This design comes from an exercise in tuning for small area and a short achievable clock period on the open sky130 flow, not from production work.
Function was not checked in any run shown here: the RTL went through the layout flow alone.
No activity file was given, so power comes from the tool's default toggle rates.

## flow/design.v (module list and top-level ports; edited modules follow where they fit)
// module neurona_capa_1: 1317 lines
// module nfa: 4 lines
// module nha: 4 lines
// module nx2: 3 lines
// module nmx: 3 lines
// module nmj: 3 lines
// module nxn2: 3 lines
module neurona_capa_1(
    weight_0, weight_1, weight_2, weight_3, weight_4, weight_5, weight_6, weight_7, weight_8, weight_9, weight_10, weight_11, weight_12, weight_13, weight_14, weight_15, weight_16, weight_17, weight_18, weight_19, weight_20, weight_21, weight_22, weight_23, weight_24, weight_25, weight_26, weight_27, weight_28, weight_29, weight_30, weight_31, weight_32, weight_33, weight_34, weight_35, weight_36, weight_37, weight_38, weight_39, weight_40, weight_41, weight_42, weight_43, weight_44, weight_45, weight_46, weight_47, weight_48,
    pixel_0, pixel_1, pixel_2, pixel_3, pixel_4, pixel_5, pixel_6, pixel_7, pixel_8, pixel_9, pixel_10, pixel_11, pixel_12, pixel_13, pixel_14, pixel_15, pixel_16, pixel_17, pixel_18, pixel_19, pixel_20, pixel_21, pixel_22, pixel_23, pixel_24, pixel_25, pixel_26, pixel_27, pixel_28, pixel_29, pixel_30, pixel_31, pixel_32, pixel_33, pixel_34, pixel_35, pixel_36, pixel_37, pixel_38, pixel_39, pixel_40, pixel_41, pixel_42, pixel_43, pixel_44, pixel_45, pixel_46, pixel_47, pixel_48,
    clk, out
);
  // ...
==> flow/flow/run.sh <==
#!/bin/bash
# Own layout flow: the standard flow (standard.sh, unchanged synthesis),
# with two changes: the port buffers buffer_ports inserts are buf_1 cells
# (timing repair resizes them where needed), and the setup repair margin is
# 0 ns for the pre-placement repair in floorplan and 4.7 ns for the
# repairs after clock-tree synthesis and global routing, so that gates are
# upsized from placed timing rather than from the wire-less estimate.
set -euo pipefail
export BUFFER_PORTS_ARGS="-buffer_cell sky130_fd_sc_hd__buf_1"
SETUP_SLACK_MARGIN=0 bash standard.sh synth floorplan > standard_floorplan.log 2>&1
SETUP_SLACK_MARGIN=4.7 bash standard.sh > standard.log 2>&1
==> flow/standard.sh <==
#!/bin/bash
# synth_recipe.tcl (not shown) runs the flow's synth.tcl, then flattens the netlist and writes it again
# the make line also repeats each setting of config.mk as NAME=value (left out here)
make -C /OpenROAD-flow-scripts/flow DESIGN_CONFIG=/design/flow/config.mk WORK_HOME=/design/flow/orfs CLKGATE_MAP_FILE= SYNTH_SCRIPT=/design/flow/synth_recipe.tcl "${@:-finish}"
==> flow/config.mk <==
export PLATFORM = sky130hd
export DESIGN_NAME = neurona_capa_1
export DESIGN_NICKNAME = neurona_capa_1
export VERILOG_FILES = /design/flow/design.v
export SDC_FILE = /design/flow/constraint.sdc
export NUM_CORES = 4
export LEC_CHECK = 0
export CAP_MARGIN = 20
export CORE_MARGIN = 2
export CORE_UTILIZATION = 40
export CTS_BUF_LIST = sky130_fd_sc_hd__clkbuf_4 sky130_fd_sc_hd__clkbuf_8
export SLEW_MARGIN = 20
export SYNTH_HIERARCHICAL = 1
export SYNTH_MINIMUM_KEEP_SIZE = 0
==> flow/constraint.sdc <==
create_clock -name core_clock -period 8.0 [get_ports {clk}]
set_input_delay 1.6000 -clock core_clock [delete_from_list [all_inputs] [get_ports {clk}]]
set_output_delay 1.6000 -clock core_clock [all_outputs]
set_load 0.01 [all_outputs]
==> metrics.md, run 1 <==
| Metric | Value |
|---|---|
| Outcome | `complete, no violations` |
| Simple-Gate Fraction of Synth Area | `0.149` |
| Buffers excl. clock | `460` |
| Post-Syn Nets | `1,665` |
| P_clk | `roughly 0.00035 W` |
| Min cycle time layout | `3.60 ns` |
| Post-place setup slack | `roughly 3.4 ns` |
| Final worst setup slack | `4.40 ns` |
| Max Cap Viol | `0` |
| Worst setup path endpoint | `r1[0]` |
| FFs w/ async S/R, synth | `0` |
| Routed len/inst | `about 24 um` |
| Share of cells above drive strength 1 | `0.335` |
| Syn_area_per_cell | `10.8 um2` |
| RSZ-0062 raised after global routing | `true` |
| Multi-input gate area | `around 9300 um2` |
| Top Metal Used | `met4` |
| Area share of the largest cell type after synthesis | `0.565` |
| Clock buffer count from CTS | `9` |
| Commonest cells after routing, fill and taps aside | `buf_1, nand2_1, fa_2` |
| Max FO, Critical Path | `8` |
| Synthesis Warnings | `7` |
| GR peak layer | `met2` |
| Dpl cells | `about 1,600` |
| Antenna cells | `2` |
| Leakage power | `about 5 nW` |
| Hold slack | `about 0.38 ns` |
| Power Density | `between 300 and 400 nW/um2` |
| Clock Network Area Fraction | `0.0172` |
| Hold-fix buffers, CTS | `0` |
| Post-synthesis mux area share | `0` |
==> run 2, diff against run 1 <==
--- a/flow/design.v
+++ b/flow/design.v
@@ -147,20 +147,20 @@
     wire [7:0] nb_41 = ~({8{pixel_41}} & weight_41);
     wire [7:0] nb_42 = ~({8{pixel_42}} & weight_42);
     wire [7:0] nb_43 = ~({8{pixel_43}} & weight_43);
     wire [7:0] nb_44 = ~({8{pixel_44}} & weight_44);
     wire [7:0] nb_45 = ~({8{pixel_45}} & weight_45);
     wire [7:0] nb_46 = ~({8{pixel_46}} & weight_46);
     wire [7:0] nb_47 = ~({8{pixel_47}} & weight_47);
     wire [7:0] nb_48 = ~({8{pixel_48}} & weight_48);
-    wire x1;
-    wire p2;
-    wire x3;
-    wire p4;
+    wire k1;
+    wire k2;
+    wire k3;
+    wire k4;
     wire s5;
     wire c6;
     wire s7;
     wire c8;
     wire s9;
     wire c10;
     wire s11;
     wire c12;
@@ -731,150 +731,112 @@
     wire x577;
     wire x578;
     wire x579;
     wire x580;
     wire x581;
     wire x582;
     wire x583;
     wire x584;
-    wire x585;
-    wire s586;
-    wire c587;
-    wire h588;
-    wire g589;
-    wire s590;
-    wire c591;
-    wire s592;
-    wire c593;
-    wire s594;
-    wire c595;
-    wire h596;
-    wire g597;
-    wire s598;
-    wire c599;
-    wire s600;
-    wire c601;
-    wire s602;
-    wire c603;
-    wire s604;
-    wire c605;
-    wire s606;
-    wire c607;
-    wire h608;
-    wire g609;
-    wire s610;
-    wire c611;
-    wire s612;
-    wire c613;
-    wire s614;
-    wire c615;
-    wire s616;
-    wire c617;
-    wire s618;
-    wire c619;
-    wire s620;
-    wire c621;
-    wire s622;
-    wire c623;
-    wire h624;
-    wire g625;
-    wire s626;
-    wire c627;
-    wire s628;
-    wire c629;
-    wire s630;
-    wire c631;
-    wire s632;
-    wire c633;
-    wire s634;
-    wire c635;
-    wire s636;
-    wire c637;
-    wire s638;
-    wire c639;
-    wire s640;
-    wire c641;
-    wire h642;
-    wire g643;
-    wire s644;
-    wire c645;
-    wire s646;
-    wire c647;
-    wire s648;
-    wire c649;
-    wire s650;
-    wire c651;
-    wire s652;
-    wire c653;
-    wire s654;
-    wire c655;
-    wire s656;
-    wire c657;
-    wire s658;
-    wire c659;
-    wire h660;
-    wire g661;
+    wire s585;
+    wire c586;
+    wire h587;
+    wire hc588;
+    wire s589;
+    wire c590;
+    wire s591;
+    wire c592;
+    wire s593;
+    wire c594;
+    wire h595;
+    wire hc596;
+    wire s597;
+    wire c598;
+    wire s599;
+    wire c600;
+    wire s601;
+    wire c602;
+    wire s603;
+    wire c604;
+    wire s605;
+    wire c606;
+    wire h607;
+    wire hc608;
+    wire s609;
+    wire c610;
+    wire s611;
+    wire c612;
+    wire s613;
+    wire c614;
+    wire s615;
+    wire c616;
+    wire s617;
+    wire c618;
+    wire s619;
+    wire c620;
+    wire s621;
+    wire c622;
+    wire h623;
+    wire hc624;
+    wire s625;
+    wire c626;
+    wire s627;
+    wire c628;
+    wire s629;
+    wire c630;
+    wire s631;
+    wire c632;
+    wire s633;
+    wire c634;
+    wire s635;
+    wire c636;
+    wire s637;
+    wire c638;
+    wire s639;
+    wire c640;
+    wire h641;
+    wire hc642;
+    wire s643;
+    wire c644;
+    wire s645;
+    wire c646;
+    wire s647;
+    wire c648;
+    wire s649;
+    wire c650;
+    wire s651;
+    wire c652;
+    wire s653;
+    wire c654;
+    wire s655;
+    wire c656;
+    wire s657;
+    wire c658;
+    wire h659;
+    wire hc660;
+    wire x661;
     wire x662;
     wire x663;
     wire x664;
     wire x665;
     wire x666;
     wire x667;
     wire x668;
     wire x669;
     wire x670;
     wire x671;
     wire x672;
     wire x673;
     wire x674;
     wire x675;
     wire x676;
-    wire h677;
-    wire g678;
-    wire h679;
-    wire g680;
-    wire h681;
-    wire g682;
-    wire h683;
-    wire g684;
-    wire p685;
-    wire p686;
-    wire p687;
-    wire p688;
-    wire p689;
-    wire p690;
-    wire p691;
-    wire p692;
-    wire p693;
-    wire p694;
-    wire p695;
-    wire p696;
-    wire p697;
-    wire x698;
-    wire x699;
-    wire x700;
-    wire h701;
-    wire g702;
-    wire h703;
-    wire g704;
-    wire p705;
-    wire p706;
-    wire p707;
-    wire p708;
-    wire p709;
-    wire p710;
-    wire p711;
-    wire x712;
-    wire x713;
-    wire x714;
-    nxn2 u_x1 (.a(nb_0[4]), .b(nb_10[4]), .y(x1));
-    assign p2 = nb_0[4] | nb_10[4];
-    nxn2 u_x3 (.a(nb_0[5]), .b(nb_10[5]), .y(x3));
-    assign p4 = nb_0[5] | nb_10[5];
+    assign k1 = ~(nb_0[4] ^ nb_10[4]);
+    assign k2 = nb_0[4] | nb_10[4];
+    assign k3 = ~(nb_0[5] ^ nb_10[5]);
+    assign k4 = nb_0[5] | nb_10[5];
     nfa u_s5 (.a(nb_0[0]), .b(nb_10[0]), .ci(nb_11[0]), .s(s5), .co(c6));
     nfa u_s7 (.a(nb_12[0]), .b(nb_13[0]), .ci(nb_14[0]), .s(s7), .co(c8));
     nfa u_s9 (.a(nb_15[0]), .b(nb_16[0]), .ci(nb_17[0]), .s(s9), .co(c10));
     nfa u_s11 (.a(nb_18[0]), .b(nb_19[0]), .ci(nb_1[0]), .s(s11), .co(c12));
     nfa u_s13 (.a(nb_20[0]), .b(nb_21[0]), .ci(nb_22[0]), .s(s13), .co(c14));
     nfa u_s15 (.a(nb_23[0]), .b(nb_24[0]), .ci(nb_25[0]), .s(s15), .co(c16));
     nfa u_s17 (.a(nb_26[0]), .b(nb_27[0]), .ci(nb_28[0]), .s(s17), .co(c18));
     nfa u_s19 (.a(nb_29[0]), .b(nb_2[0]), .ci(nb_30[0]), .s(s19), .co(c20));
@@ -917,20 +879,20 @@
     nfa u_s93 (.a(c32), .b(c34), .ci(c36), .s(s93), .co(c94));
     nfa u_s95 (.a(c6), .b(c8), .ci(s53), .s(s95), .co(c96));
     nfa u_s97 (.a(s55), .b(s57), .ci(s59), .s(s97), .co(c98));
     nfa u_s99 (.a(s61), .b(s63), .ci(s65), .s(s99), .co(c100));
     nfa u_s101 (.a(s67), .b(s69), .ci(s71), .s(s101), .co(c102));
     nfa u_s103 (.a(s73), .b(s75), .ci(s77), .s(s103), .co(c104));
     nfa u_s105 (.a(s79), .b(s81), .ci(s83), .s(s105), .co(c106));
     nfa u_s107 (.a(c38), .b(c40), .ci(c42), .s(s107), .co(c108));
-    nfa u_s109 (.a(c44), .b(c46), .ci(s85), .s(s109), .co(c110));
-    nfa u_s111 (.a(s87), .b(s89), .ci(s91), .s(s111), .co(c112));
-    nfa u_s113 (.a(s93), .b(s101), .ci(s103), .s(s113), .co(c114));
-    nfa u_s115 (.a(s105), .b(s95), .ci(s97), .s(s115), .co(c116));
+    nfa u_s109 (.a(c44), .b(c46), .ci(s101), .s(s109), .co(c110));
+    nfa u_s111 (.a(s103), .b(s105), .ci(s85), .s(s111), .co(c112));
+    nfa u_s113 (.a(s87), .b(s89), .ci(s91), .s(s113), .co(c114));
+    nfa u_s115 (.a(s93), .b(s95), .ci(s97), .s(s115), .co(c116));
     nfa u_s117 (.a(s99), .b(c48), .ci(c50), .s(s117), .co(c118));
     nfa u_s119 (.a(s107), .b(s109), .ci(s111), .s(s119), .co(c120));
     nfa u_s121 (.a(nb_0[2]), .b(nb_10[2]), .ci(nb_11[2]), .s(s121), .co(c122));
     nfa u_s123 (.a(nb_12[2]), .b(nb_13[2]), .ci(nb_14[2]), .s(s123), .co(c124));
     nfa u_s125 (.a(nb_15[2]), .b(nb_16[2]), .ci(nb_17[2]), .s(s125), .co(c126));
     nfa u_s127 (.a(nb_18[2]), .b(nb_19[2]), .ci(nb_1[2]), .s(s127), .co(c128));
     nfa u_s129 (.a(nb_20[2]), .b(nb_21[2]), .ci(nb_22[2]), .s(s129), .co(c130));
     nfa u_s131 (.a(nb_23[2]), .b(nb_24[2]), .ci(nb_25[2]), .s(s131), .co(c132));
@@ -950,26 +912,26 @@
     nfa u_s159 (.a(c70), .b(c72), .ci(c74), .s(s159), .co(c160));
     nfa u_s161 (.a(c76), .b(c78), .ci(c80), .s(s161), .co(c162));
     nfa u_s163 (.a(c82), .b(c84), .ci(s121), .s(s163), .co(c164));
     nfa u_s165 (.a(s123), .b(s125), .ci(s127), .s(s165), .co(c166));
     nfa u_s167 (.a(s129), .b(s131), .ci(s133), .s(s167), .co(c168));
     nfa u_s169 (.a(s135), .b(s137), .ci(s139), .s(s169), .co(c170));
     nfa u_s171 (.a(s141), .b(s143), .ci(s145), .s(s171), .co(c172));
     nfa u_s173 (.a(s147), .b(s149), .ci(s151), .s(s173), .co(c174));
-    nfa u_s175 (.a(c86), .b(c88), .ci(c90), .s(s175), .co(c176));
-    nfa u_s177 (.a(c92), .b(c94), .ci(c100), .s(s177), .co(c178));
-    nfa u_s179 (.a(c102), .b(c104), .ci(c106), .s(s179), .co(c180));
+    nfa u_s175 (.a(c100), .b(c102), .ci(c104), .s(s175), .co(c176));
+    nfa u_s177 (.a(c106), .b(c86), .ci(c88), .s(s177), .co(c178));
+    nfa u_s179 (.a(c90), .b(c92), .ci(c94), .s(s179), .co(c180));
     nfa u_s181 (.a(c96), .b(c98), .ci(s153), .s(s181), .co(c182));
     nfa u_s183 (.a(s155), .b(s157), .ci(s159), .s(s183), .co(c184));
     nfa u_s185 (.a(s161), .b(s163), .ci(s165), .s(s185), .co(c186));
     nfa u_s187 (.a(s167), .b(s169), .ci(s171), .s(s187), .co(c188));
     nfa u_s189 (.a(s173), .b(c108), .ci(c110), .s(s189), .co(c190));
-    nfa u_s191 (.a(c112), .b(s175), .ci(c114), .s(s191), .co(c192));
-    nfa u_s193 (.a(c116), .b(s177), .ci(s179), .s(s193), .co(c194));
+    nfa u_s191 (.a(c112), .b(c114), .ci(c116), .s(s191), .co(c192));
+    nfa u_s193 (.a(s175), .b(s177), .ci(s179), .s(s193), .co(c194));
     nfa u_s195 (.a(s181), .b(s183), .ci(s185), .s(s195), .co(c196));
     nfa u_s197 (.a(nb_0[3]), .b(nb_10[3]), .ci(nb_11[3]), .s(s197), .co(c198));
     nfa u_s199 (.a(nb_12[3]), .b(nb_13[3]), .ci(nb_14[3]), .s(s199), .co(c200));
     nfa u_s201 (.a(nb_15[3]), .b(nb_16[3]), .ci(nb_17[3]), .s(s201), .co(c202));
     nfa u_s203 (.a(nb_18[3]), .b(nb_19[3]), .ci(nb_1[3]), .s(s203), .co(c204));
     nfa u_s205 (.a(nb_20[3]), .b(nb_21[3]), .ci(nb_22[3]), .s(s205), .co(c206));
     nfa u_s207 (.a(nb_23[3]), .b(nb_24[3]), .ci(nb_25[3]), .s(s207), .co(c208));
     nfa u_s209 (.a(nb_26[3]), .b(nb_27[3]), .ci(nb_28[3]), .s(s209), .co(c210));
@@ -997,17 +959,17 @@
     nfa u_s253 (.a(c160), .b(c162), .ci(c164), .s(s253), .co(c254));
     nfa u_s255 (.a(c166), .b(c168), .ci(c170), .s(s255), .co(c256));
     nfa u_s257 (.a(c172), .b(c174), .ci(s229), .s(s257), .co(c258));
     nfa u_s259 (.a(s231), .b(s233), .ci(s235), .s(s259), .co(c260));
     nfa u_s261 (.a(s237), .b(s239), .ci(s241), .s(s261), .co(c262));
     nfa u_s263 (.a(s243), .b(s245), .ci(s247), .s(s263), .co(c264));
     nfa u_s265 (.a(s249), .b(c176), .ci(c178), .s(s265), .co(c266));
     nfa u_s267 (.a(c180), .b(c182), .ci(c184), .s(s267), .co(c268));
-    nfa u_s269 (.a(s251), .b(c186), .ci(c188), .s(s269), .co(c270));
+    nfa u_s269 (.a(c186), .b(c188), .ci(s251), .s(s269), .co(c270));
     nfa u_s271 (.a(s253), .b(s255), .ci(s257), .s(s271), .co(c272));
     nfa u_s273 (.a(s259), .b(s261), .ci(s263), .s(s273), .co(c274));
     nfa u_s275 (.a(nb_11[4]), .b(nb_12[4]), .ci(nb_13[4]), .s(s275), .co(c276));
     nfa u_s277 (.a(nb_14[4]), .b(nb_15[4]), .ci(nb_16[4]), .s(s277), .co(c278));
     nfa u_s279 (.a(nb_17[4]), .b(nb_18[4]), .ci(nb_19[4]), .s(s279), .co(c280));
     nfa u_s281 (.a(nb_1[4]), .b(nb_20[4]), .ci(nb_21[4]), .s(s281), .co(c282));
     nfa u_s283 (.a(nb_22[4]), .b(nb_23[4]), .ci(nb_24[4]), .s(s283), .co(c284));
     nfa u_s285 (.a(nb_25[4]), .b(nb_26[4]), .ci(nb_27[4]), .s(s285), .co(c286));
@@ -1015,17 +977,17 @@
     nfa u_s289 (.a(nb_30[4]), .b(nb_31[4]), .ci(nb_32[4]), .s(s289), .co(c290));
     nfa u_s291 (.a(nb_33[4]), .b(nb_34[4]), .ci(nb_35[4]), .s(s291), .co(c292));
     nfa u_s293 (.a(nb_36[4]), .b(nb_37[4]), .ci(nb_38[4]), .s(s293), .co(c294));
     nfa u_s295 (.a(nb_39[4]), .b(nb_3[4]), .ci(nb_40[4]), .s(s295), .co(c296));
     nfa u_s297 (.a(nb_41[4]), .b(nb_42[4]), .ci(nb_43[4]), .s(s297), .co(c298));
     nfa u_s299 (.a(nb_44[4]), .b(nb_45[4]), .ci(nb_46[4]), .s(s299), .co(c300));
     nfa u_s301 (.a(nb_47[4]), .b(nb_48[4]), .ci(nb_4[4]), .s(s301), .co(c302));
     nfa u_s303 (.a(nb_5[4]), .b(nb_6[4]), .ci(nb_7[4]), .s(s303), .co(c304));
-    nfa u_s305 (.a(nb_8[4]), .b(nb_9[4]), .ci(x1), .s(s305), .co(c306));
+    nfa u_s305 (.a(nb_8[4]), .b(nb_9[4]), .ci(k1), .s(s305), .co(c306));
     nfa u_s307 (.a(c198), .b(c200), .ci(c202), .s(s307), .co(c308));
     nfa u_s309 (.a(c204), .b(c206), .ci(c208), .s(s309), .co(c310));
     nfa u_s311 (.a(c210), .b(c212), .ci(c214), .s(s311), .co(c312));
     nfa u_s313 (.a(c216), .b(c218), .ci(c220), .s(s313), .co(c314));
     nfa u_s315 (.a(c222), .b(c224), .ci(c226), .s(s315), .co(c316));
     nfa u_s317 (.a(c228), .b(s275), .ci(s277), .s(s317), .co(c318));
     nfa u_s319 (.a(s279), .b(s281), .ci(s283), .s(s319), .co(c320));
     nfa u_s321 (.a(s285), .b(s287), .ci(s289), .s(s321), .co(c322));
@@ -1035,36 +997,36 @@
     nfa u_s329 (.a(c232), .b(c234), .ci(c236), .s(s329), .co(c330));
     nfa u_s331 (.a(c238), .b(c240), .ci(c242), .s(s331), .co(c332));
     nfa u_s333 (.a(c244), .b(c246), .ci(c248), .s(s333), .co(c334));
     nfa u_s335 (.a(c250), .b(s307), .ci(s309), .s(s335), .co(c336));
     nfa u_s337 (.a(s311), .b(s313), .ci(s315), .s(s337), .co(c338));
     nfa u_s339 (.a(s317), .b(s319), .ci(s321), .s(s339), .co(c340));
     nfa u_s341 (.a(s323), .b(s325), .ci(c252), .s(s341), .co(c342));
     nfa u_s343 (.a(c254), .b(c256), .ci(c258), .s(s343), .co(c344));
-    nfa u_s345 (.a(c260), .b(s327), .ci(s329), .s(s345), .co(c346));
-    nfa u_s347 (.a(c262), .b(c264), .ci(s331), .s(s347), .co(c348));
+    nfa u_s345 (.a(c260), .b(c262), .ci(c264), .s(s345), .co(c346));
+    nfa u_s347 (.a(s327), .b(s329), .ci(s331), .s(s347), .co(c348));
     nfa u_s349 (.a(s333), .b(s335), .ci(s337), .s(s349), .co(c350));
     nfa u_s351 (.a(nb_11[5]), .b(nb_12[5]), .ci(nb_13[5]), .s(s351), .co(c352));
     nfa u_s353 (.a(nb_14[5]), .b(nb_15[5]), .ci(nb_16[5]), .s(s353), .co(c354));
     nfa u_s355 (.a(nb_17[5]), .b(nb_18[5]), .ci(nb_19[5]), .s(s355), .co(c356));
     nfa u_s357 (.a(nb_1[5]), .b(nb_20[5]), .ci(nb_21[5]), .s(s357), .co(c358));
     nfa u_s359 (.a(nb_22[5]), .b(nb_23[5]), .ci(nb_24[5]), .s(s359), .co(c360));
     nfa u_s361 (.a(nb_25[5]), .b(nb_26[5]), .ci(nb_27[5]), .s(s361), .co(c362));
     nfa u_s363 (.a(nb_28[5]), .b(nb_29[5]), .ci(nb_2[5]), .s(s363), .co(c364));
     nfa u_s365 (.a(nb_30[5]), .b(nb_31[5]), .ci(nb_32[5]), .s(s365), .co(c366));
     nfa u_s367 (.a(nb_33[5]), .b(nb_34[5]), .ci(nb_35[5]), .s(s367), .co(c368));
     nfa u_s369 (.a(nb_36[5]), .b(nb_37[5]), .ci(nb_38[5]), .s(s369), .co(c370));
     nfa u_s371 (.a(nb_39[5]), .b(nb_3[5]), .ci(nb_40[5]), .s(s371), .co(c372));
     nfa u_s373 (.a(nb_41[5]), .b(nb_42[5]), .ci(nb_43[5]), .s(s373), .co(c374));
     nfa u_s375 (.a(nb_44[5]), .b(nb_45[5]), .ci(nb_46[5]), .s(s375), .co(c376));
     nfa u_s377 (.a(nb_47[5]), .b(nb_48[5]), .ci(nb_4[5]), .s(s377), .co(c378));
     nfa u_s379 (.a(nb_5[5]), .b(nb_6[5]), .ci(nb_7[5]), .s(s379), .co(c380));
-    nfa u_s381 (.a(nb_8[5]), .b(nb_9[5]), .ci(p2), .s(s381), .co(c382));
-    nfa u_s383 (.a(x3), .b(c276), .ci(c278), .s(s383), .co(c384));
+    nfa u_s381 (.a(nb_8[5]), .b(nb_9[5]), .ci(k2), .s(s381), .co(c382));
+    nfa u_s383 (.a(k3), .b(c276), .ci(c278), .s(s383), .co(c384));
     nfa u_s385 (.a(c280), .b(c282), .ci(c284), .s(s385), .co(c386));
     nfa u_s387 (.a(c286), .b(c288), .ci(c290), .s(s387), .co(c388));
     nfa u_s389 (.a(c292), .b(c294), .ci(c296), .s(s389), .co(c390));
     nfa u_s391 (.a(c298), .b(c300), .ci(c302), .s(s391), .co(c392));
     nfa u_s393 (.a(c304), .b(s351), .ci(s353), .s(s393), .co(c394));
     nfa u_s395 (.a(s355), .b(s357), .ci(s359), .s(s395), .co(c396));
     nfa u_s397 (.a(s361), .b(s363), .ci(s365), .s(s397), .co(c398));
     nfa u_s399 (.a(s367), .b(s369), .ci(s371), .s(s399), .co(c400));
@@ -1074,17 +1036,17 @@
     nfa u_s407 (.a(c314), .b(c316), .ci(c318), .s(s407), .co(c408));
     nfa u_s409 (.a(c320), .b(c322), .ci(c324), .s(s409), .co(c410));
     nfa u_s411 (.a(c326), .b(s383), .ci(s385), .s(s411), .co(c412));
     nfa u_s413 (.a(s387), .b(s389), .ci(s391), .s(s413), .co(c414));
     nfa u_s415 (.a(s393), .b(s395), .ci(s397), .s(s415), .co(c416));
     nfa u_s417 (.a(s399), .b(s401), .ci(s403), .s(s417), .co(c418));
     nfa u_s419 (.a(c328), .b(c330), .ci(c332), .s(s419), .co(c420));
     nfa u_s421 (.a(c334), .b(c336), .ci(c338), .s(s421), .co(c422));
-    nfa u_s423 (.a(s405), .b(c340), .ci(s407), .s(s423), .co(c424));
+    nfa u_s423 (.a(c340), .b(s405), .ci(s407), .s(s423), .co(c424));
     nfa u_s425 (.a(s409), .b(s411), .ci(s413), .s(s425), .co(c426));
     nfa u_s427 (.a(nb_0[6]), .b(nb_10[6]), .ci(nb_11[6]), .s(s427), .co(c428));
     nfa u_s429 (.a(nb_12[6]), .b(nb_13[6]), .ci(nb_14[6]), .s(s429), .co(c430));
     nfa u_s431 (.a(nb_15[6]), .b(nb_16[6]), .ci(nb_17[6]), .s(s431), .co(c432));
     nfa u_s433 (.a(nb_18[6]), .b(nb_19[6]), .ci(nb_1[6]), .s(s433), .co(c434));
     nfa u_s435 (.a(nb_20[6]), .b(nb_21[6]), .ci(nb_22[6]), .s(s435), .co(c436));
     nfa u_s437 (.a(nb_23[6]), .b(nb_24[6]), .ci(nb_25[6]), .s(s437), .co(c438));
     nfa u_s439 (.a(nb_26[6]), .b(nb_27[6]), .ci(nb_28[6]), .s(s439), .co(c440));
@@ -1092,17 +1054,17 @@
     nfa u_s443 (.a(nb_31[6]), .b(nb_32[6]), .ci(nb_33[6]), .s(s443), .co(c444));
     nfa u_s445 (.a(nb_34[6]), .b(nb_35[6]), .ci(nb_36[6]), .s(s445), .co(c446));
     nfa u_s447 (.a(nb_37[6]), .b(nb_38[6]), .ci(nb_39[6]), .s(s447), .co(c448));
     nfa u_s449 (.a(nb_3[6]), .b(nb_40[6]), .ci(nb_41[6]), .s(s449), .co(c450));
     nfa u_s451 (.a(nb_42[6]), .b(nb_43[6]), .ci(nb_44[6]), .s(s451), .co(c452));
     nfa u_s453 (.a(nb_45[6]), .b(nb_46[6]), .ci(nb_47[6]), .s(s453), .co(c454));
     nfa u_s455 (.a(nb_48[6]), .b(nb_4[6]), .ci(nb_5[6]), .s(s455), .co(c456));
     nfa u_s457 (.a(nb_6[6]), .b(nb_7[6]), .ci(nb_8[6]), .s(s457), .co(c458));
-    nfa u_s459 (.a(nb_9[6]), .b(p4), .ci(c352), .s(s459), .co(c460));
+    nfa u_s459 (.a(nb_9[6]), .b(k4), .ci(c352), .s(s459), .co(c460));
     nfa u_s461 (.a(c354), .b(c356), .ci(c358), .s(s461), .co(c462));
     nfa u_s463 (.a(c360), .b(c362), .ci(c364), .s(s463), .co(c464));
     nfa u_s465 (.a(c366), .b(c368), .ci(c370), .s(s465), .co(c466));
     nfa u_s467 (.a(c372), .b(c374), .ci(c376), .s(s467), .co(c468));
     nfa u_s469 (.a(c378), .b(c380), .ci(s427), .s(s469), .co(c470));
     nfa u_s471 (.a(s429), .b(s431), .ci(s433), .s(s471), .co(c472));
     nfa u_s473 (.a(s435), .b(s437), .ci(s439), .s(s473), .co(c474));
     nfa u_s475 (.a(s441), .b(s443), .ci(s445), .s(s475), .co(c476));
@@ -1112,18 +1074,18 @@
     nfa u_s483 (.a(c388), .b(c390), .ci(c392), .s(s483), .co(c484));
     nfa u_s485 (.a(c394), .b(c396), .ci(c398), .s(s485), .co(c486));
     nfa u_s487 (.a(c400), .b(c402), .ci(s459), .s(s487), .co(c488));
     nfa u_s489 (.a(s461), .b(s463), .ci(s465), .s(s489), .co(c490));
     nfa u_s491 (.a(s467), .b(s469), .ci(s471), .s(s491), .co(c492));
     nfa u_s493 (.a(s473), .b(s475), .ci(s477), .s(s493), .co(c494));
     nfa u_s495 (.a(s479), .b(c404), .ci(c406), .s(s495), .co(c496));
     nfa u_s497 (.a(c408), .b(c410), .ci(c412), .s(s497), .co(c498));
-    nfa u_s499 (.a(c414), .b(s481), .ci(s483), .s(s499), .co(c500));
-    nfa u_s501 (.a(c416), .b(s485), .ci(s487), .s(s501), .co(c502));
+    nfa u_s499 (.a(c414), .b(c416), .ci(s481), .s(s499), .co(c500));
+    nfa u_s501 (.a(s483), .b(s485), .ci(s487), .s(s501), .co(c502));
     nfa u_s503 (.a(s489), .b(s491), .ci(s493), .s(s503), .co(c504));
     nx2 u_x505 (.a(nb_0[7]), .b(nb_10[7]), .y(x505));
     nx2 u_x506 (.a(nb_11[7]), .b(nb_12[7]), .y(x506));
     nx2 u_x507 (.a(nb_13[7]), .b(nb_14[7]), .y(x507));
     nx2 u_x508 (.a(nb_15[7]), .b(nb_16[7]), .y(x508));
     nx2 u_x509 (.a(nb_17[7]), .b(nb_18[7]), .y(x509));
     nx2 u_x510 (.a(nb_19[7]), .b(nb_1[7]), .y(x510));
     nx2 u_x511 (.a(nb_20[7]), .b(nb_21[7]), .y(x511));
@@ -1188,150 +1150,117 @@
     nx2 u_x570 (.a(c476), .b(c478), .y(x570));
     nx2 u_x571 (.a(c480), .b(x562), .y(x571));
     nx2 u_x572 (.a(x563), .b(x564), .y(x572));
     nx2 u_x573 (.a(x565), .b(x566), .y(x573));
     nx2 u_x574 (.a(x567), .b(x568), .y(x574));
     nx2 u_x575 (.a(x569), .b(x570), .y(x575));
     nx2 u_x576 (.a(x571), .b(x572), .y(x576));
     nx2 u_x577 (.a(x573), .b(x574), .y(x577));
-    nx2 u_x578 (.a(x575), .b(c482), .y(x578));
-    nx2 u_x579 (.a(c484), .b(c486), .y(x579));
-    nx2 u_x580 (.a(c488), .b(c490), .y(x580));
-    nx2 u_x581 (.a(c492), .b(c494), .y(x581));
-    nx2 u_x582 (.a(x576), .b(x577), .y(x582));
+    nx2 u_x578 (.a(x575), .b(x576), .y(x578));
+    nx2 u_x579 (.a(c482), .b(c484), .y(x579));
+    nx2 u_x580 (.a(c486), .b(c488), .y(x580));
+    nx2 u_x581 (.a(c490), .b(c492), .y(x581));
+    nx2 u_x582 (.a(c494), .b(x577), .y(x582));
     nx2 u_x583 (.a(x578), .b(x579), .y(x583));
     nx2 u_x584 (.a(x580), .b(x581), .y(x584));
-    nx2 u_x585 (.a(x582), .b(x583), .y(x585));
-    reg [60:0] r1;
+    reg [61:0] r1;
     always @(posedge clk)
-        r1 <= {x585, c504, c502, x584, c500, c498, c496, s503, s501, s499, s497, c426, c424, s495, c422, c420, c418, s425, s423, s421, s419, c350, c348, c346, c344, c342, s417, s415, s349, s347, c274, s345, s343, c272, c270, s341, c268, c266, s339, s273, s271, s269, c196, s267, s265, c194, c192, c190, s195, s193, s191, s189, c120, c118, s187, s119, s117, c52, s115, s113, s51};
-    nfa u_s586 (.a(r1[1]), .b(r1[2]), .ci(r1[3]), .s(s586), .co(c587));
-    nha u_h588 (.a(r1[4]), .b(r1[5]), .s(h588), .co(g589));
-    nfa u_s590 (.a(r1[10]), .b(r1[11]), .ci(r1[12]), .s(s590), .co(c591));
-    nfa u_s592 (.a(r1[6]), .b(r1[7]), .ci(r1[8]), .s(s592), .co(c593));
-    nfa u_s594 (.a(r1[9]), .b(g589), .ci(c587), .s(s594), .co(c595));
-    nha u_h596 (.a(s590), .b(s592), .s(h596), .co(g597));
-    nfa u_s598 (.a(r1[13]), .b(r1[14]), .ci(r1[15]), .s(s598), .co(c599));
-    nfa u_s600 (.a(r1[16]), .b(r1[17]), .ci(r1[18]), .s(s600), .co(c601));
-    nfa u_s602 (.a(r1[19]), .b(r1[20]), .ci(r1[21]), .s(s602), .co(c603));
-    nfa u_s604 (.a(c591), .b(c593), .ci(s598), .s(s604), .co(c605));
-    nfa u_s606 (.a(s600), .b(s602), .ci(g597), .s(s606), .co(c607));
-    nha u_h608 (.a(c595), .b(s604), .s(h608), .co(g609));
-    nfa u_s610 (.a(r1[22]), .b(r1[23]), .ci(r1[24]), .s(s610), .co(c611));
-    nfa u_s612 (.a(r1[25]), .b(r1[26]), .ci(r1[27]), .s(s612), .co(c613));
-    nfa u_s614 (.a(r1[28]), .b(r1[29]), .ci(r1[30]), .s(s614), .co(c615));
-    nfa u_s616 (.a(r1[31]), .b(r1[32]), .ci(c599), .s(s616), .co(c617));
-    nfa u_s618 (.a(c601), .b(c603), .ci(s610), .s(s618), .co(c619));
-    nfa u_s620 (.a(s612), .b(s614), .ci(c605), .s(s620), .co(c621));
-    nfa u_s622 (.a(s616), .b(s618), .ci(c607), .s(s622), .co(c623));
-    nha u_h624 (.a(g609), .b(s620), .s(h624), .co(g625));
-    nfa u_s626 (.a(r1[33]), .b(r1[34]), .ci(r1[35]), .s(s626), .co(c627));
-    nfa u_s628 (.a(r1[36]), .b(r1[37]), .ci(r1[38]), .s(s628), .co(c629));
-    nfa u_s630 (.a(r1[39]), .b(r1[40]), .ci(r1[41]), .s(s630), .co(c631));
-    nfa u_s632 (.a(r1[42]), .b(r1[43]), .ci(c611), .s(s632), .co(c633));
-    nfa u_s634 (.a(c613), .b(c615), .ci(s626), .s(s634), .co(c635));
-    nfa u_s636 (.a(s628), .b(s630), .ci(c617), .s(s636), .co(c637));
-    nfa u_s638 (.a(c619), .b(s632), .ci(s634), .s(s638), .co(c639));
-    nfa u_s640 (.a(c621), .b(s636), .ci(s638), .s(s640), .co(c641));
-    nha u_h642 (.a(c623), .b(g625), .s(h642), .co(g643));
-    nfa u_s644 (.a(r1[44]), .b(r1[45]), .ci(r1[46]), .s(s644), .co(c645));
-    nfa u_s646 (.a(r1[47]), .b(r1[48]), .ci(r1[49]), .s(s646), .co(c647));
-    nfa u_s648 (.a(r1[50]), .b(r1[51]), .ci(r1[52]), .s(s648), .co(c649));
-    nfa u_s650 (.a(r1[53]), .b(c627), .ci(c629), .s(s650), .co(c651));
-    nfa u_s652 (.a(c631), .b(s644), .ci(s646), .s(s652), .co(c653));
-    nfa u_s654 (.a(s648), .b(c633), .ci(c635), .s(s654), .co(c655));
-    nfa u_s656 (.a(s650), .b(s652), .ci(c637), .s(s656), .co(c657));
-    nfa u_s658 (.a(c639), .b(s654), .ci(g643), .s(s658), .co(c659));
-    nha u_h660 (.a(s656), .b(c641), .s(h660), .co(g661));
-    nx2 u_x662 (.a(r1[54]), .b(r1[55]), .y(x662));
-    nx2 u_x663 (.a(r1[56]), .b(r1[57]), .y(x663));
-    nx2 u_x664 (.a(r1[58]), .b(r1[59]), .y(x664));
-    nx2 u_x665 (.a(r1[60]), .b(x662), .y(x665));
+        r1 <= {c504, c502, c500, c498, c496, x584, x583, x582, s503, s501, s499, s497, s495, c426, c424, c422, c420, c418, s425, s423, s421, s419, c350, c348, c346, c344, c342, s417, s415, s349, s347, s345, s343, s341, c274, c272, c270, c268, c266, s339, s273, s271, s269, s267, s265, c196, c194, c192, c190, s195, s193, s191, s189, c120, c118, s187, s119, s117, c52, s115, s113, s51};
+    nfa u_s585 (.a(r1[1]), .b(r1[2]), .ci(r1[3]), .s(s585), .co(c586));
+    nha u_h587 (.a(r1[4]), .b(r1[5]), .s(h587), .co(hc588));
+    nfa u_s589 (.a(r1[10]), .b(r1[11]), .ci(r1[12]), .s(s589), .co(c590));
+    nfa u_s591 (.a(r1[6]), .b(r1[7]), .ci(r1[8]), .s(s591), .co(c592));
+    nfa u_s593 (.a(r1[9]), .b(hc588), .ci(c586), .s(s593), .co(c594));
+    nha u_h595 (.a(s589), .b(s591), .s(h595), .co(hc596));
+    nfa u_s597 (.a(r1[13]), .b(r1[14]), .ci(r1[15]), .s(s597), .co(c598));
+    nfa u_s599 (.a(r1[16]), .b(r1[17]), .ci(r1[18]), .s(s599), .co(c600));
+    nfa u_s601 (.a(r1[19]), .b(r1[20]), .ci(r1[21]), .s(s601), .co(c602));
+    nfa u_s603 (.a(c590), .b(c592), .ci(s597), .s(s603), .co(c604));
+    nfa u_s605 (.a(s599), .b(s601), .ci(hc596), .s(s605), .co(c606));
+    nha u_h607 (.a(c594), .b(s603), .s(h607), .co(hc608));
+    nfa u_s609 (.a(r1[22]), .b(r1[23]), .ci(r1[24]), .s(s609), .co(c610));
+    nfa u_s611 (.a(r1[25]), .b(r1[26]), .ci(r1[27]), .s(s611), .co(c612));
+    nfa u_s613 (.a(r1[28]), .b(r1[29]), .ci(r1[30]), .s(s613), .co(c614));
+    nfa u_s615 (.a(r1[31]), .b(r1[32]), .ci(c598), .s(s615), .co(c616));
+    nfa u_s617 (.a(c600), .b(c602), .ci(s609), .s(s617), .co(c618));
+    nfa u_s619 (.a(s611), .b(s613), .ci(c604), .s(s619), .co(c620));
+    nfa u_s621 (.a(s615), .b(s617), .ci(c606), .s(s621), .co(c622));
+    nha u_h623 (.a(hc608), .b(s619), .s(h623), .co(hc624));
+    nfa u_s625 (.a(r1[33]), .b(r1[34]), .ci(r1[35]), .s(s625), .co(c626));
+    nfa u_s627 (.a(r1[36]), .b(r1[37]), .ci(r1[38]), .s(s627), .co(c628));
+    nfa u_s629 (.a(r1[39]), .b(r1[40]), .ci(r1[41]), .s(s629), .co(c630));
+    nfa u_s631 (.a(r1[42]), .b(r1[43]), .ci(c610), .s(s631), .co(c632));
+    nfa u_s633 (.a(c612), .b(c614), .ci(s625), .s(s633), .co(c634));
+    nfa u_s635 (.a(s627), .b(s629), .ci(c616), .s(s635), .co(c636));
+    nfa u_s637 (.a(c618), .b(s631), .ci(s633), .s(s637), .co(c638));
+    nfa u_s639 (.a(c620), .b(s635), .ci(s637), .s(s639), .co(c640));
+    nha u_h641 (.a(c622), .b(hc624), .s(h641), .co(hc642));
+    nfa u_s643 (.a(r1[44]), .b(r1[45]), .ci(r1[46]), .s(s643), .co(c644));
+    nfa u_s645 (.a(r1[47]), .b(r1[48]), .ci(r1[49]), .s(s645), .co(c646));
+    nfa u_s647 (.a(r1[50]), .b(r1[51]), .ci(r1[52]), .s(s647), .co(c648));
+    nfa u_s649 (.a(r1[53]), .b(c626), .ci(c628), .s(s649), .co(c650));
+    nfa u_s651 (.a(c630), .b(s643), .ci(s645), .s(s651), .co(c652));
+    nfa u_s653 (.a(s647), .b(c632), .ci(c634), .s(s653), .co(c654));
+    nfa u_s655 (.a(s649), .b(s651), .ci(c636), .s(s655), .co(c656));
+    nfa u_s657 (.a(c638), .b(s653), .ci(c640), .s(s657), .co(c658));
+    nha u_h659 (.a(hc642), .b(s655), .s(h659), .co(hc660));
+    nx2 u_x661 (.a(r1[54]), .b(r1[55]), .y(x661));
+    nx2 u_x662 (.a(r1[56]), .b(r1[57]), .y(x662));
+    nx2 u_x663 (.a(r1[58]), .b(r1[59]), .y(x663));
+    nx2 u_x664 (.a(r1[60]), .b(r1[61]), .y(x664));
+    nx2 u_x665 (.a(x661), .b(x662), .y(x665));
     nx2 u_x666 (.a(x663), .b(x664), .y(x666));
     nx2 u_x667 (.a(x665), .b(x666), .y(x667));
-    nx2 u_x668 (.a(c645), .b(c647), .y(x668));
-    nx2 u_x669 (.a(c649), .b(x667), .y(x669));
+    nx2 u_x668 (.a(c644), .b(c646), .y(x668));
+    nx2 u_x669 (.a(c648), .b(x667), .y(x669));
     nx2 u_x670 (.a(x668), .b(x669), .y(x670));
-    nx2 u_x671 (.a(c651), .b(c653), .y(x671));
+    nx2 u_x671 (.a(c650), .b(c652), .y(x671));
     nx2 u_x672 (.a(x670), .b(x671), .y(x672));
-    nx2 u_x673 (.a(x672), .b(c655), .y(x673));
-    nx2 u_x674 (.a(x673), .b(c657), .y(x674));
-    nx2 u_x675 (.a(x674), .b(g661), .y(x675));
-    nx2 u_x676 (.a(c659), .b(x675), .y(x676));
-    nha u_h677 (.a(h588), .b(s586), .s(h677), .co(g678));
-    nha u_h679 (.a(h596), .b(s594), .s(h679), .co(g680));
-    nha u_h681 (.a(s606), .b(h608), .s(h681), .co(g682));
-    nha u_h683 (.a(s622), .b(h624), .s(h683), .co(g684));
-    assign p685 = h677 & r1[0];
-    assign p686 = g680 | (h679 & g678);
-    assign p687 = h679 & h677;
-    assign p688 = g682 | (h681 & g680);
-    assign p689 = h681 & h679;
-    assign p690 = g684 | (h683 & g682);
-    assign p691 = h683 & h681;
-    assign p692 = p688 | (p689 & g678);
-    assign p693 = p689 & p685;
-    assign p694 = p690 | (p691 & p686);
-    assign p695 = p691 & p687;
-    assign p696 = ~r1[0];
-    assign p697 = ~h677;
-    nxn2 u_x698 (.a(h679), .b(g678), .y(x698));
-    nxn2 u_x699 (.a(h681), .b(p686), .y(x699));
-    nxn2 u_x700 (.a(h683), .b(p692), .y(x700));
-    reg r2_h642;
-    reg r2_s640;
-    reg r2_h660;
-    reg r2_s658;
-    reg r2_p694;
-    reg r2_x676;
-    reg r2_p696;
-    reg r2_p697;
-    reg r2_x698;
-    reg r2_x699;
-    reg r2_x700;
+    nx2 u_x673 (.a(x672), .b(c654), .y(x673));
+    nx2 u_x674 (.a(x673), .b(c656), .y(x674));
+    nx2 u_x675 (.a(x674), .b(hc660), .y(x675));
+    nx2 u_x676 (.a(x675), .b(c658), .y(x676));
+    reg r2_0_0;
+    reg r2_0_1;
+    reg r2_0_2;
+    reg r2_0_3;
+    reg r2_0_4;
+    reg r2_0_5;
+    reg r2_0_6;
+    reg r2_0_7;
+    reg r2_1_1;
+    reg r2_1_2;
+    reg r2_1_3;
+    reg r2_1_4;
+    reg r2_1_5;
+    reg r2_1_6;
     always @(posedge clk) begin
-        r2_h642 <= h642;
-        r2_s640 <= s640;
-        r2_h660 <= h660;
-        r2_s658 <= s658;
-        r2_p694 <= p694;
-        r2_x676 <= x676;
-        r2_p696 <= p696;
-        r2_p697 <= p697;
-        r2_x698 <= x698;
-        r2_x699 <= x699;
-        r2_x700 <= x700;
+        r2_0_0 <= r1[0];
+        r2_0_1 <= h587;
+        r2_0_2 <= h595;
+        r2_0_3 <= h607;
+        r2_0_4 <= h623;
+        r2_0_5 <= h641;
+        r2_0_6 <= h659;
+        r2_0_7 <= x676;
+        r2_1_1 <= s585;
+        r2_1_2 <= s593;
+        r2_1_3 <= s605;
+        r2_1_4 <= s621;
+        r2_1_5 <= s639;
+        r2_1_6 <= s657;
     end
-    nha u_h701 (.a(r2_h642), .b(r2_s640), .s(h701), .co(g702));
-    nha u_h703 (.a(r2_h660), .b(r2_s658), .s(h703), .co(g704));
-    assign p705 = g702 | (h701 & r2_p694);
-    assign p706 = g704 | (h703 & g702);
-    assign p707 = h703 & h701;
-    assign p708 = r2_x676 & g704;
-    assign p709 = r2_x676 & h703;
-    assign p710 = p706 | (p707 & r2_p694);
-    assign p711 = p708 | (p709 & p705);
-    nxn2 u_x712 (.a(h701), .b(r2_p694), .y(x712));
-    nxn2 u_x713 (.a(h703), .b(p705), .y(x713));
-    nxn2 u_x714 (.a(r2_x676), .b(p710), .y(x714));
-    assign out = {x714, x713, x712, r2_x700, r2_x699, r2_x698, r2_p697, r2_p696};
+    wire [7:0] row0 = {r2_0_7, r2_0_6, r2_0_5, r2_0_4, r2_0_3, r2_0_2, r2_0_1, r2_0_0};
+    wire [7:0] row1 = {1'b0, r2_1_6, r2_1_5, r2_1_4, r2_1_3, r2_1_2, r2_1_1, 1'b0};
+    assign out = ~(row0 + row1);
 endmodule
 module nfa(input wire a, input wire b, input wire ci, output wire s, output wire co);
     assign s = a ^ b ^ ci;
     assign co = (a & b) | (a & ci) | (b & ci);
 endmodule
 module nha(input wire a, input wire b, output wire s, output wire co);
     assign s = a ^ b;
     assign co = a & b;
 endmodule
 module nx2(input wire a, input wire b, output wire y);
     assign y = a ^ b;
 endmodule
-module nmx(input wire s, input wire a, input wire b, output wire y);
-    assign y = s ? b : a;
-endmodule
-module nmj(input wire a, input wire b, input wire c, output wire y);
-    assign y = (a & b) | (a & c) | (b & c);
-endmodule
-module nxn2(input wire a, input wire b, output wire y);
-    assign y = ~(a ^ b);
-endmodule
==> flow/run.sh (new file) <==
#!/bin/bash
# synth_recipe.tcl (not shown) runs the flow's synth.tcl, then flattens the netlist and writes it again
# the make line also repeats each setting of config.mk as NAME=value (left out here)
make -C /OpenROAD-flow-scripts/flow DESIGN_CONFIG=/design/flow/config.mk WORK_HOME=/design/flow/orfs CLKGATE_MAP_FILE= SYNTH_SCRIPT=/design/flow/synth_recipe.tcl finish
==> flow/config.mk (replaced) <==
export PLATFORM = sky130hd
export DESIGN_NAME = neurona_capa_1
export DESIGN_NICKNAME = neurona_capa_1
export VERILOG_FILES = /design/flow/design.v
export SDC_FILE = /design/flow/constraint.sdc
export NUM_CORES = 4
export LEC_CHECK = 0
export CAP_MARGIN = 20
export CORE_MARGIN = 2
export CORE_UTILIZATION = 40
export SLEW_MARGIN = 20
export SYNTH_HIERARCHICAL = 1
export SYNTH_MINIMUM_KEEP_SIZE = 0
removed: flow/flow/run.sh
removed: flow/standard.sh
==> run 2 against run 1 <==
  * Still clean on timing, DRC and antenna
  * First-iteration DRC count is 23% lower
  * Sequential power increased by 3%
  * Cell count is 1.4% higher
  * Power fell by 5.3%
  * Synthesized cell count rose by 1.7%
  * Non-clock buffer count decreased by 11
  * Clock-buffer cell count fell by 1
==> metrics.md, run 2 <==
| Metric | Value |
|---|---|
| Pre-antenna DRT Iters | `5` |
| Die area | `between 20,000 and 30,000 um2` |
| Critical path data required time | `between 8 and 9 ns` |
| Crit. End Element | `flip-flop` |
| Min cycle time layout | `4.50 ns (+0.902 ns)` |
| Largest net degree at the start of global routing | `15` |
| Worst setup path startpoint | `pixel_39` |
| Hold-fix buffers, CTS | `0 (unchanged)` |
| Largest Register | `r1` |
| Die height | `~160 um` |
| DRT Wirelength | `a little over 40 mm` |
| Netlist cell types | `28` |
| Routed len/inst | `24.3 um (-0.41%)` |
| R2r setup slk | `5.16 ns` |
| Gr usage total | `0.317` |
| Layout Skew | `0.00729 ns` |
| Worst path arrival time | `around 4.7 ns` |
| Vias per inst | `4.82` |
| Postcts setup bufs | `0` |
| Mapped Area | `slightly above 10,000 um2` |
| RR Endpoint | `r2_0_7` |
| Peak VDD IR | `0.370 mV` |
| Syn Inst Count | `945` |
| Synth cell count leaders | `nand2_1, fa_1, xor2_1, dfxtp_1, clkbuf_1` |
| Reg-to-Reg Start | `r1[25]` |
| Drt initial violations | `416` |
| Placer Congestion | `a little over 1` |
| Hold Crit Endpoint | `r2_0_0` |
| Number of cell instances on the worst register-to-register path | `6` |
| Clock Pin Slew Worst Setup and Hold Paths | `~0.060 ns` |
| Initial Utilization | `0.405` |
| Area share of the largest cell type after synthesis | `0.561 (-0.00446)` |
| Top post-synthesis cells by area | `fa_1, dfxtp_1, nand2_1` |
| Power Density | `262 nW/um2 (-13%)` |
| Combinational Power Share | `0.705` |
| Max reg flops | `62` |
| First-pass GRT wire length | `~58 mm` |
| Setup TNS | `0 ns` |
| Worst hold path type | `flip-flop to flip-flop` |
| Clk pwr share | `0.108` |
| Cts repair resizes | `0` |
| RSZ-0062 raised after global routing | `false` |
| Leakage power | `5.57 nW (+11%)` |
| Setup crit start kind | `primary input` |
| CTS tree | `done` |
| Fmax | `approximately 220 MHz` |
| Grt total ovfl | `0` |
| CTS Buffer Depth | `2` |
| Commonest cells after routing, fill and taps aside | `clkdlybuf4s50_1, nand2_1, fa_1` |
| Most numerous cell in the Yosys netlist | `nand2_1` |
| Residual DRC | `0` |
| Most used DFF post-synth | `dfxtp_1` |
| Max Cap Viol | `0 (unchanged)` |
| CTS Root Cell | `clkbuf_16` |
| Share of cells above drive strength 1 | `0.0154 (-0.319)` |
| Clock buffer count from CTS | `9 (unchanged)` |
| Post-Syn Nets | `1,684 (+1.1%)` |
| Initial antenna violation count | `5` |
| Cell area after layout | `about 15,000 um2` |
| Die Wd | `around 160 um` |
| Total core area | `25,000 um2` |
| Least-Margin Pin Slew | `around 0.66 ns` |
| Syn_area_per_cell | `10.7 um2 (-0.56%)` |
| Reg power frac | `0.187` |
| Most common cell after layout, fill and taps aside | `clkdlybuf4s50_1` |
| Number of global-route vias before repair | `between 9,000 and 10,000` |
| Layout Area Growth over Synthesis | `50.0%` |
| Hold slack | `0.326 ns (-0.0512 ns)` |
| Post-DP Area | `between 10,000 and 15,000 um2` |
| Slew Viols, Final | `0` |
| Int Pwr | `~0.0023 W` |
| Synthesis Warnings | `7 (unchanged)` |
| Final Util | `0.607` |
| Switch share | `0.422` |
| DP HPWL | `approximately 38 mm` |
| Final Hold Vio Count | `0` |
| Seq/Total Area, Yosys | `0.151` |
| Outcome | `complete, no violations` |
| Buffers on Ports | `roughly 450` |
| Critical setup path kind | `primary input to flip-flop` |
| Hold Crit Depth | `0` |
| Max FO, Critical Path | `8 (unchanged)` |
| EDFF count, synth | `0` |
| Final setup vio count | `0` |
| Rel. slew slack | `0.556` |
| Yosys top cell by area | `fa_1` |
| FFs w/ async S/R, synth | `0 (unchanged)` |
| Htree depth | `3` |
| # nets final | `about 2,100` |
| Critical hold path startpoint | `r1[0]` |
| Row count | `58` |
| Top Ports | `between 400 and 500` |
| Switching pwr | `between 0.0015 and 0.002 W` |
| Vias post-DR | `8,176` |
| # clock sinks | `76` |
| Synth Register Bits | `76` |
| Antenna Nets Post-Route | `0` |
| Clock Latency Late Sink | `between 0.3 and 0.4 ns` |
| Fin crit share | `0.563` |
==> run 2: cell type report <==
type,count,area [um2]
Inverter,9,33.8
Timing Repair Buffer,449,4490
Clock buffer,11,253
Sequential cell,76,1520
Fill cell,2186,9800
Antenna cell,4,10.0
Multi-Input combinational cell,813,8370
Tap cell,330,413
Clock inverter,5,63.8
==> run 2: per-layer routing <==
metal  vias up  wire (um)  track usage
met1      4105      15300        0.376
met4         2       1260        0.103
met3        55       2700       0.0660
li1       3657          -            -
met5         -         13            0
met2       357      22000        0.575
==> run 2: worst max-delay path by stage <==
stage	end	slack, ns	cells past startpoint
5_1_grt	r1[55]	3.42	11
6_report	r1[53]	3.50	6
3_3_place_gp	r1[53]	3.18	6
2_1_floorplan	r1[0]	3.99	6
4_1_cts	r1[53]	3.50	6
3_5_place_dp	r1[53]	3.15	6
==> run 2: cells by family after synthesis <==
logic type / after synthesis / synth area share
AND/OR/NAND/NOR: 405 / 0.156
adder cells (fa/ha/maj): 297 / 0.578
XOR/XNOR: 98 / 0.0849
flip-flops: 76 / 0.151
buffers and inverters: 56 / 0.0208
AO/OA/AOI/OAI: 13 / 0.00978
==> run 2: power groups by stage <==
stage | Sequential [W] | Clock (W) | Combinational (W)
after detailed placement | 0.000755 | 0 | 0.00285
after global routing | 0.000762 | 0.000452 | 0.00314
after floorplan | 0.000719 | 0 | 0.00179
after CTS | 0.000747 | 0.000434 | 0.00287
final | 0.000742 | 0.000430 | 0.00281
after global placement | 0.000752 | 0 | 0.00280
==> run 2: critical path, stage by stage <==
cell             delay (ns)
clkdlybuf4s50_1        0.82
nand2_1                0.16
fa_1                   0.53
fa_1                   0.56
fa_1                   0.61
fa_1                   0.43
==> run 2: stage by stage <==
| step | cells | setup WS (ns) | power [W] |
|---|---|---|---|
| final | 1697 | 3.50 | 0.00398 |
| after global routing | 1695 | 3.42 | 0.00436 |
| after CTS | 1693 | 3.50 | 0.00405 |
| after detailed placement | 1677 | 3.15 | 0.00360 |
| after global placement | 1677 | 3.18 | 0.00355 |
| after floorplan | 945 | 3.99 | 0.00251 |
==> run 2: modules after synthesis (local to each module, per instance) <==
module / flip-flops and latches / cell area, um2
nfa: 0 / 20.0
nha: 0 / 12.5
nx2: 0 / 8.76
neurona_capa_1: 76 / 3540
==> run 3, diff against run 2 <==
--- a/flow/config.mk
+++ b/flow/config.mk
@@ -8,6 +8,7 @@
 export CAP_MARGIN = 20
 export CORE_MARGIN = 2
 export CORE_UTILIZATION = 40
+export SETUP_SLACK_MARGIN = 4.5
 export SLEW_MARGIN = 20
 export SYNTH_HIERARCHICAL = 1
 export SYNTH_MINIMUM_KEEP_SIZE = 0
==> run 3 against run 2 <==
  * Still clean
  * Routed wire length hardly changed
  * Critical path depth is the same
  * Global-route usage about the same
  * Via count increased by 2.7%
  * Clock skew shrank 0.0039 ns
  * Sequential cell count unchanged
  * Largest cell class unchanged
==> metrics.md, run 3 <==
| Metric | Value |
|---|---|
| Cell-by-cell trace of the critical path | `buf_12 > nand2_2 > fa_2 > fa_2 > fa_2 > fa_2` |
| Initial Utilization | `0.405 (unchanged)` |
| Least-Margin Pin Slew | `0.371 ns (-0.293 ns)` |
| Yosys top cell by area | `fa_1` |
| Power Density | `258 nW/um2 (-1.8%)` |
| Peak VDD IR | `0.352 mV (-4.9%)` |
| Synth Register Bits | `76 (unchanged)` |
| Critical setup path kind | `primary input to flip-flop` |
| Drt initial violations | `415 (-0.24%)` |
| Worst path arrival time | `3.87 ns (-0.85 ns)` |
| RR Endpoint | `r2_0_7` |
| Buffers on Ports | `449 (unchanged)` |
| Fillers | `2,117 (-3.2%)` |
| Post-place setup slack | `3.05 ns (-0.101 ns)` |
| CTS Root Cell | `clkbuf_16` |
| Layout Skew | `0.00334 ns (-0.00395 ns)` |
| Commonest cells after routing, fill and taps aside | `fa_2, nand2_2, nand2_1` |
| Number of global-route vias before repair | `9,915 (+5.3%)` |
| Most numerous cell in the Yosys netlist | `nand2_1` |
| Outcome | `complete, no violations` |
| Fin crit share | `0.455 (-0.107)` |
| Grt total ovfl | `0 (unchanged)` |
| Worst setup path endpoint | `r1[0]` |
| # clock sinks | `76 (unchanged)` |
| Seq/Total Area, Yosys | `0.151 (unchanged)` |
| Clock Latency Late Sink | `0.34 ns (about the same)` |
| Crit. End Element | `flip-flop` |
| CTS Buffer Depth | `2 (unchanged)` |
| Total core area | `25,000 um2 (unchanged)` |
| Hold slack | `0.327 ns (+0.00130 ns)` |
| Max FO, Critical Path | `8 (unchanged)` |
| Vias post-DR | `8,394 (+2.7%)` |
| Area share of the largest cell type after synthesis | `0.561 (unchanged)` |
| CTS tree | `done` |
| FFs w/ async S/R, synth | `0 (unchanged)` |
| Placer Congestion | `0.921 (-8.7%)` |
| Pre-antenna DRT Iters | `4 (-1)` |
| Mapped Area | `10,100 um2 (unchanged)` |
| # nets final | `2,126 (+1.4%)` |
| Min cycle time layout | `3.64 ns (-0.858 ns)` |
| Clock buffer count from CTS | `9 (unchanged)` |
| Leakage power | `6.49 nW (+16%)` |
| Post-Syn Nets | `1,684 (unchanged)` |
| Slew Viols, Final | `0 (unchanged)` |
| Share of cells above drive strength 1 | `0.535 (+0.519)` |
| Setup crit start kind | `primary input` |
| Layout Area Growth over Synthesis | `60.5%` |
| Die area | `26,600 um2 (unchanged)` |
| Row count | `58 (unchanged)` |
| CP peak stage delay | `0.61 ns (-0.21 ns)` |
| Cell repeated most along the worst path | `fa_2` |
| Critical path data required time | `8.22 ns (about the same)` |
| Largest net degree at the start of global routing | `13 (-2)` |
| Vias per inst | `4.86 (+0.94%)` |
| Rel. slew slack | `0.752 (+0.196)` |
| Htree depth | `3 (unchanged)` |
| Die Wd | `163 um (unchanged)` |
| Worst setup path startpoint | `pixel_30` |
| Syn_area_per_cell | `10.7 um2 (unchanged)` |
| Initial antenna violation count | `3 (-2)` |
| Fmax | `275 MHz (+24%)` |
| EDFF count, synth | `0 (unchanged)` |
| Syn Inst Count | `945 (unchanged)` |
| Synth cell count leaders | `nand2_1, fa_1, xor2_1, dfxtp_1, clkbuf_1` |
| DP HPWL | `36.8 mm (-3.5%)` |
| Max Cap Viol | `0 (unchanged)` |
| Final setup vio count | `0 (unchanged)` |
| Setup TNS | `0 ns (unchanged)` |
| R2r setup slk | `5.11 ns (-0.05 ns)` |
| Most common cell after layout, fill and taps aside | `fa_2` |
| Clock Pin Slew Worst Setup and Hold Paths | `0.06 ns (about the same)` |
| Top post-synthesis cells by area | `fa_1, dfxtp_1, nand2_1` |
| Worst hold path type | `flip-flop to flip-flop` |
| Synthesis Warnings | `7 (unchanged)` |
| First-pass GRT wire length | `58.9 mm (+1.0%)` |
| Routed len/inst | `23.9 um (-1.7%)` |
| Netlist cell types | `28 (unchanged)` |
| DRT Wirelength | `41.3 mm (about the same)` |
| Slowest CP cell | `fa_2` |
| Antenna Nets Post-Route | `0 (unchanged)` |
| Gr usage total | `0.317 (+0.000424)` |
| RSZ-0062 raised after global routing | `true` |
| Final Hold Vio Count | `0 (unchanged)` |
| Reg-to-Reg Start | `r1[33]` |
| Top Ports | `450 (unchanged)` |
| Most used DFF post-synth | `dfxtp_1` |
| Die height | `163 um (unchanged)` |
| Largest Register | `r1` |
| Residual DRC | `0 (unchanged)` |
| Max reg flops | `62 (unchanged)` |
| Number of cell instances on the worst register-to-register path | `6 (unchanged)` |
| Final worst setup slack | `4.36 ns (+0.858 ns)` |
==> run 3: cell counts after synthesis <==
No cell type changed its count.
==> run 3: cell type report <==
type | instances | area [um2] | share of cell area
Sequential cell | 76 | 1520 | 0.0939
Multi-Input combinational cell | 813 | 9810 | 0.605
Antenna cell | 5 | 12.5 | 0.000771
Tap cell | 330 | 413 | 0.0254
Inverter | 9 | 33.8 | 0.00208
Timing Repair Buffer | 478 | 4100 | 0.253
Clock buffer | 11 | 253 | 0.0156
Clock inverter | 4 | 72.6 | 0.00447
==> run 3: kinds of logic (layout without fill, tap and decap cells) <==
logic type / Yosys count / in the layout / share of synthesized area
xor gates and xnor gates: 98 / 98 / 0.0849
AOI/OAI and AO/OA: 13 / 13 / 0.00978
and+or+nand+nor: 405 / 405 / 0.156
DFF: 76 / 76 / 0.151
other: 0 / 5 / 0
buffers and inverters: 56 / 502 / 0.0208
adders and majority gates: 297 / 297 / 0.578
==> run 3: stage by stage <==
step	utilization	total power [W]	area, um2	instances
global route	0.650	0.00457	16200	1724
global placement	0.618	0.00366	15400	1677
detailed placement	0.618	0.00372	15400	1677
CTS	0.643	0.00419	16100	1709
floorplan	-	0.00261	11400	945
finish	0.650	0.00418	16200	1726
==> run 3: Yosys stat by module, one instance, submodules excluded <==
module / area (um2) / flip-flops and latches / cells
nfa: 20.0 / 0 / 1
nha: 12.5 / 0 / 1
nx2: 8.76 / 0 / 1
neurona_capa_1: 3540 / 76 / 561
==> run 3: worst min-delay path by stage <==
stage	endpoint	from	slack [ns]	depth (start not counted)
after floorplan	r2_0_0	r1[0]	0.31	0
after global placement	r2_0_0	r1[0]	0.31	0
after detailed placement	r2_0_0	r1[0]	0.32	0
after CTS	r2_0_0	r1[0]	0.33	0
after global routing	r2_0_0	r1[0]	0.33	0
final	r2_0_0	r1[0]	0.33	0
==> run 3: metal layers <==
| metal | part of all wire | global-route usage |
|---|---|---|
| met5 | 0 | 0 |
| met4 | 0.032 | 0.101 |
| met3 | 0.059 | 0.0588 |
| met2 | 0.54 | 0.578 |
| met1 | 0.37 | 0.379 |
==> run 3: timing repair <==
action,in CTS,in global routing
gates resized for setup,1483,180
pin swaps,406,204
setup endpoints to repair,68,30
buffers inserted,17,12
cloned,0,0
hold buffers,0,0
hold endpoints to repair,0,0
==> run 3: critical path: cells and delay by family <==
family	cells	cell delay, ns
fa+ha+maj	4	2.09
buf+inv	1	0.11
simple gates	1	0.07
==> run 3: power breakdown <==
part	internal (W)	total, W	leakage, nW	switching [W]
combinational	0.00145	0.00299	5.69	0.00154
clock	0.000288	0.000447	0.158	0.000159
sequential	0.000637	0.000746	0.639	0.000109

==> re-timing with driven ports <==
How much do the figures lean on ideal ports? The routed layouts below were timed once more, with nothing changed but the port constraints. Step 1 assumes that a clkbuf_16 drives the clock port and a buf_2 every other input. Step 2 moves the port delays by t, midway between the first and last clock arrival at a register: inputs arrive t later, outputs are due t later. That takes back most of the time a late clock gives input paths. Three values: ideal, step 1, step 2; two values: the first two.
run | t (ns) | setup WS [ns] | hold slack, ns | worst setup path after step 2 | clock arrival spread, ns
run 1 | 0.402 | 4.401 / 4.338 / 3.936 | 0.377 / 0.377 / 0.377 | input to register | 0.009 / 0.009
run 2 | 0.381 | 3.499 / 3.489 / 3.108 | 0.326 / 0.326 / 0.326 | input to register | 0.008 / 0.008
run 3 | 0.380 | 4.357 / 4.325 / 3.946 | 0.327 / 0.327 / 0.327 | input to register | 0.004 / 0.005
After both steps setup and hold are still met in every run listed. The setup slack of run 1, which loses most, moves by -0.063 ns with the drivers and by -0.465 ns with both steps.
